What follows belongs to an exercise in optimizing a design on an open flow for small area; a production flow would make more cautious choices. In this exercise RTL edits were held to simulation tests only and were not proved equivalent to the original. The clock port is modelled as an ideal driver; clocking choices that lean on that would not hold on a real chip. Power is estimated from default activity; no workload was simulated.

==> flow/design.v (excerpt) <==
module top(
    input  logic        clk,
    input  logic        SW,          
    input  logic [63:0] pattern,     
    output logic        _48b         
);
export LEC_CHECK = 0
export CAP_MARGIN = 20
export CORE_MARGIN = 2
export CORE_UTILIZATION = 88
export SLEW_MARGIN = 20
create_clock -name core_clock -period 10.0 [get_ports {clk}]
standard.sh (not shown) runs the stock make flow with config.mk's settings and CLKGATE_MAP_FILE= SYNTH_SCRIPT=/design/flow/synth_recipe.tcl, a recipe that flattens the netlist after the stock synthesis.
==> flow/flow/run.sh <==
#!/bin/bash
# The standard layout (standard.sh) with these changes:
# - synthesis maps the logic with an area-oriented ABC script
#   (flow/abc_area.script in place of ORFS's abc_speed.script), with no
#   separate adder mapping (ADDER_MAP_FILE empty);
# - port buffers are the smallest buffer cell;
# - the clock tree uses small buffers and no dummy loads;
# - after clock tree synthesis, spare setup slack is traded for smaller
#   cells and clock buffers that drive slow edges are upsized
#   (flow/post_cts.tcl);
# - after global routing, large repair buffers are downsized where no slew
#   or capacitance limit is then violated (flow/post_grt.tcl).
set -euo pipefail
here=$(pwd)
rm -rf "$here/scripts_area"
cp -r "$FLOW_HOME/scripts" "$here/scripts_area"
cp "$here/flow/abc_area.script" "$here/scripts_area/abc_speed.script"
ADDER_MAP_FILE= SCRIPTS_DIR="$here/scripts_area" bash standard.sh synth > synth.log 2>&1
export BUFFER_PORTS_ARGS="-buffer_cell sky130_fd_sc_hd__buf_1"
export CTS_ARGS="-sink_clustering_enable -repair_clock_nets -dont_use_dummy_load -buf_list sky130_fd_sc_hd__clkbuf_4"
export POST_CTS_TCL="$here/flow/post_cts.tcl"
export POST_GLOBAL_ROUTE_TCL="$here/flow/post_grt.tcl"
bash standard.sh > standard.log 2>&1
Other scripts of this flow, unchanged in this note and not shown: flow/flow/abc_area.script, flow/flow/post_cts.tcl, flow/flow/post_grt.tcl
The first run stopped in clock tree synthesis (4_1_cts).
==> next run, changes <==
Settings changed: CORE_UTILIZATION 88 to 70.
Effect: The changed run completed without violations. Synthesized cell count is unchanged. Synthesized area is unchanged.
==> next run, changes <==
Settings changed: CORE_UTILIZATION 70 to 55.
After rerunning: The changed run produced a clean layout; power hardly moves; worst setup slack gains 25 ps; final area went up by 0.93%; area after synthesis is unchanged; clock power is higher by about 4%; via count shrinks by 2.0%; wire length falls by 3.9%.
==> next run, changes <==
Settings changed: CORE_UTILIZATION 55 to 40.
The changed run went through all stages and came out clean. Total power increases by 0.75%. Sequential power is about the same. Cell area goes up by 1.0%. Setup slack got worse by 75 ps. Wire length is higher by 3.7%. Critical path depth is unchanged. Die area went up by 36%.

========
Setup of v52:
The RTL this note starts from:
==> flow/design.v <==
module top(
    input  logic        clk,
    input  logic        SW,          
    input  logic [63:0] pattern,     
    output logic        _48b         
);
    logic reset;
    assign reset = ~SW;
    logic [63:0] ra, ry;             
    logic [5:0]  d;                  
    logic        tpar;               
    logic        pol;
    logic        fresh;
    logic        inpass;             
    logic [9:1]  L;                  
    logic        E;                  
    logic [7:0]  R0;                 
    assign pol = ~tpar;
    logic ld;
    assign ld = reset & fresh;
    logic a0, a1, a7, a8, a9, a15;
    assign a0  = ra[0]  ^ pol;
    assign a1  = ra[1]  ^ pol;
    assign a7  = ra[7]  ^ pol;
    assign a8  = ra[8]  ^ pol;
    assign a9  = ra[9]  ^ pol;
    assign a15 = ra[15] ^ pol;
    logic h_alive;                   
    logic t1, t7, t8, t9, t15;       
    assign h_alive = a0  & (ry[0]  | fresh);
    assign t1      = a1  & (ry[1]  | fresh);
    assign t7      = a7  & (ry[7]  | fresh);
    assign t8      = a8  & (ry[8]  | fresh);
    assign t9      = a9  & (ry[9]  | fresh);
    assign t15     = a15 & (ry[15] | fresh);
    logic c0, c7, r0, r7;
    assign c0 = (d[2:0] == 3'd0);
    assign c7 = (d[2:0] == 3'd7);
    assign r0 = (d[5:3] == 3'd0);
    assign r7 = (d[5:3] == 3'd7);
    logic cl1, cl2, cr1, cr2, cm;
    assign cl1 = c0 ? t7 : L[9];
    assign cl2 = r7 ? R0[0] : (c0 ? t15 : t7);
    assign cr1 = c7 ? E : t1;
    assign cr2 = r7 ? R0[6] : (c7 ? t1 : t9);
    assign cm  = r7 ? R0[7] : t8;
    logic u0, u1, b0, b1, s0, s1, z0, z1, one;
    assign {u1, u0} = L[1] + cl1 + cl2;
    assign {b1, b0} = L[7] + cr1 + cr2;
    assign {s1, s0} = L[8] + cm;
    assign {z1, z0} = u0 + b0 + s0;
    assign one = ((z1 ^ u1) & ~(b1 | s1)) | ((b1 ^ s1) & ~(z1 | u1));
    logic h_dead1, h_dead2, new_alive, new_a, new_y;
    assign h_dead1   = ~a0 & ry[0] & ~fresh;
    assign h_dead2   = a0 & ~ry[0] & ~fresh;
    assign new_alive = one & (z0 | h_alive);
    assign new_a     = new_alive | h_dead1;
    assign new_y     = new_alive | h_alive;
    always_ff @(posedge clk) begin
        for (int k = 0; k < 63; k++)
            ra[k] <= ~((ld | ra[k+1]) & (SW | pattern[k]));
        ra[63] <= ~((ld | (inpass ? new_a ^ pol : ra[0])) & (SW | pattern[63]));
        ry <= {inpass ? new_y : ry[0], ry[63:1]};
        L  <= {L[8:1], h_alive};
        if (c0) E <= L[8];
        R0 <= {R0[6:0], r0 ? h_alive : R0[7]};
    end
    logic [2:0] m;
    logic       sh, sd;
    logic [4:0] w;
    logic       idle;                
    logic [2:0] blk;
    logic       N, CB;
    logic mend, we, wlast, slot_end, half_end, frame_end, idle_end, enter_gap;
    assign mend      = m[2] & ~m[1];
    assign we        = mend & ~sh & ~sd;
    assign idle      = ~(blk[2] & blk[1]);
    assign wlast     = we & (w == 5'd31);
    assign slot_end  = wlast & ~idle;
    assign half_end  = wlast & (d[4:0] == 5'd0);
    assign frame_end = slot_end & half_end & blk[0];
    assign idle_end  = wlast & blk[2] & ~blk[1];
    assign enter_gap = (slot_end & ~frame_end) | idle_end;
    logic restart;
    assign restart = idle_end | reset;
    always_ff @(posedge clk) begin
        m <= reset ? 3'b011 : enter_gap ? 3'b110 : {m[1], m[0], ~(m[2] | m[1])};
        if (reset) begin
            sh <= 1'b0; sd <= 1'b0;
        end else if (mend) begin
            sh <= ~sh & ~sd & ~enter_gap;
            sd <= sh;
        end
        w <= (reset | enter_gap) ? 5'd7 : w + {4'd0, we};
        blk <= restart ? 3'd6 : blk + {2'd0, (wlast & idle) | half_end};
        d <= reset ? 6'd63 : d + {5'd0, ~enter_gap};
        tpar <= ~(reset | tpar);
    end
    always_ff @(posedge clk) begin
        if (reset) begin
            inpass <= 1'b0; fresh <= 1'b1;
        end else if (d == 6'd63) begin
            inpass <= (blk == 3'd0) & (w[4:2] == 3'b001);
            if (inpass) fresh <= 1'b0;
        end
    end
    logic n_in;
    always_comb begin
        case (w[4:3])
            2'd1: n_in = h_dead2;        
            2'd2: n_in = h_dead1;        
            2'd3: n_in = t1;             
            default: n_in = h_alive;     
        endcase
    end
    always_ff @(posedge clk) begin
        if (d == 6'd63) N <= n_in;
        if (we && w[2:0] == 3'd7) CB <= N;
    end
    assign _48b = ~idle & (sh | (sd & CB));
endmodule
clock: 10.0 ns
lec_check: 0
cap_margin: 20
core_margin: 2
core_utilization: 40
slew_margin: 20
==> flow/flow/run.sh <==
#!/bin/bash
# Standard layout, with the port buffers made of the smallest buffer cell,
# a clock tree of small buffers without dummy loads, and the clock buffers
# that drive slow edges upsized after clock tree synthesis.
set -euo pipefail
here=$(pwd)
export BUFFER_PORTS_ARGS="-buffer_cell sky130_fd_sc_hd__buf_1"
export CTS_ARGS="-sink_clustering_enable -repair_clock_nets -dont_use_dummy_load -buf_list sky130_fd_sc_hd__clkbuf_4 -sink_clustering_levels 1 -sink_clustering_size 24 -sink_clustering_max_diameter 60"
export POST_CTS_TCL="$here/flow/post_cts.tcl"
bash standard.sh > standard.log 2>&1
==> flow/flow/post_cts.tcl <==
# After clock tree synthesis: trade the ample setup slack for smaller cells,
# then upsize the clock buffers whose flip-flop loads would see a slow edge.
estimate_parasitics -placement
repair_timing -recover_power 100 -setup_margin 1.0
set upsized 0
foreach inst [get_cells clkbuf*] {
  if { [get_property $inst ref_name] != "sky130_fd_sc_hd__clkbuf_4" } { continue }
  set net [get_nets -of_objects [get_pins [get_full_name $inst]/X]]
  set worst 0
  foreach p [get_pins -of_objects $net -filter "direction == input"] {
    foreach prop {slew_max_rise slew_max_fall} {
      set s [get_property $p $prop]
      if { $s > $worst } { set worst $s }
    }
  }
  if { $worst > 0.122 } {
    puts "post_cts: upsizing [get_full_name $inst] (worst load slew $worst ns)"
    replace_cell $inst sky130_fd_sc_hd__clkbuf_8
    incr upsized
  }
}
detailed_placement
check_placement -verbose
estimate_parasitics -placement
v52 | stages: all done | timing, DRC, antenna: all pass
> inputs changed (v52 -> v51)
- CORE_UTILIZATION: 40 -> 75
-- flow/flow/run.sh --
<<< v52, line 8
export CTS_ARGS="-sink_clustering_enable -repair_clock_nets -dont_use_dummy_load -buf_list sky130_fd_sc_hd__clkbuf_4 -sink_clustering_levels 1 -sink_clustering_size 24 -sink_clustering_max_diameter 60"
>>> v51, line 8
export CTS_ARGS="-sink_clustering_enable -repair_clock_nets -dont_use_dummy_load -buf_list sky130_fd_sc_hd__clkbuf_4"
<<< v52, line 10
>>> v51, line 10
export POST_GLOBAL_ROUTE_TCL="$here/flow/post_grt.tcl"
==> flow/flow/post_grt.tcl (new file) <==
# After global routing and its repairs: try smaller sizes for the large
# signal buffers the repairs inserted, keeping a size only if no slew or
# capacitance limit is then violated.
proc my_violations {} {
  return [expr {[sta::max_slew_violation_count] + [sta::max_capacitance_violation_count]}]
}
estimate_parasitics -global_routing
set base [my_violations]
foreach inst [get_cells *] {
  set ref [get_property $inst ref_name]
  if { ![regexp {^sky130_fd_sc_hd__(buf|bufbuf)_(6|8|12|16)$} $ref] } { continue }
  set name [get_full_name $inst]
  if { [string match clk* $name] } { continue }
  foreach smaller {sky130_fd_sc_hd__buf_2 sky130_fd_sc_hd__buf_4} {
    replace_cell $inst $smaller
    estimate_parasitics -global_routing
    if { [my_violations] <= $base } {
      puts "post_grt: $name $ref -> $smaller"
      break
    }
    replace_cell $inst $ref
    estimate_parasitics -global_routing
  }
}
Notes after the runs:
- Across v52 and v51, none had a timing, DRC or antenna violation.
- From v52 to v51 the numbers moved as follows: total routing usage reported by global routing higher; initial core utilization now sits higher.
- v52 and v51 ended up with nearly the same power share of the clock group.
- On via count, the higher figure sits with v51, not v52.
- First-pass GRT wire length grows slightly when moving from v52 to v51.
- [compare] base=v52 new=v51: worst hold slack went down by 0.0035 ns; wire length went up by about 4%.
- Delta (v51 minus v52): shortest period the worst path allows grew by 0.47 ns, count of non-CTS buffers in the layout shrank by 1.
Input changes introduced in v26 (baseline for comparison: v51):
- CORE_UTILIZATION changed from 75 to 40
[summary]
Clock power, v26 vs v51: down slightly
v26 ends up with lower final period utilization than v51 does.
Delta (v26 minus v51): final-layout setup total negative slack now sits at about the same level; number of fill cells now sits higher; final wirelength now sits lower; post-CTS clock slew at the launch and capture registers of the worst setup and hold paths now sits at about the same level; total power now sits lower.
Proportion of cell area spent on the clock network down 0.16 points in v26 wrt v51

-- static timing again, ports no longer ideal --
The results above use ideal ports. As a check the final layouts listed here were re-extracted and re-timed, cells and wires unchanged. Step 1: set_driving_cell puts a clkbuf_16 on clk and a buf_2 on each other input, an assumption about the parent block. Step 2, shift: input delay + t, output delay - t, t = (earliest + latest rising clock arrival at the registers) / 2. This alone moves slack from input paths to output paths. a / b / c = no drivers / after step 1 / after step 2; a / b = the first two.
run	t, ns	slack for setup (ns)	cell pins on the clock port's net
the second run of note 1	0.418	6.627 / 6.627 / 6.235	1
the third run of note 1	0.422	6.652 / 6.655 / 6.233	1
the fourth run of note 1	0.428	6.576 / 6.585 / 6.156	1
v52	0.439	6.295 / 6.309 / 5.870	1
v51	0.423	5.824 / 5.836 / 5.412	1
v26	0.439	5.919 / 5.933 / 5.494	1
After both steps setup and hold are still met in every run listed.
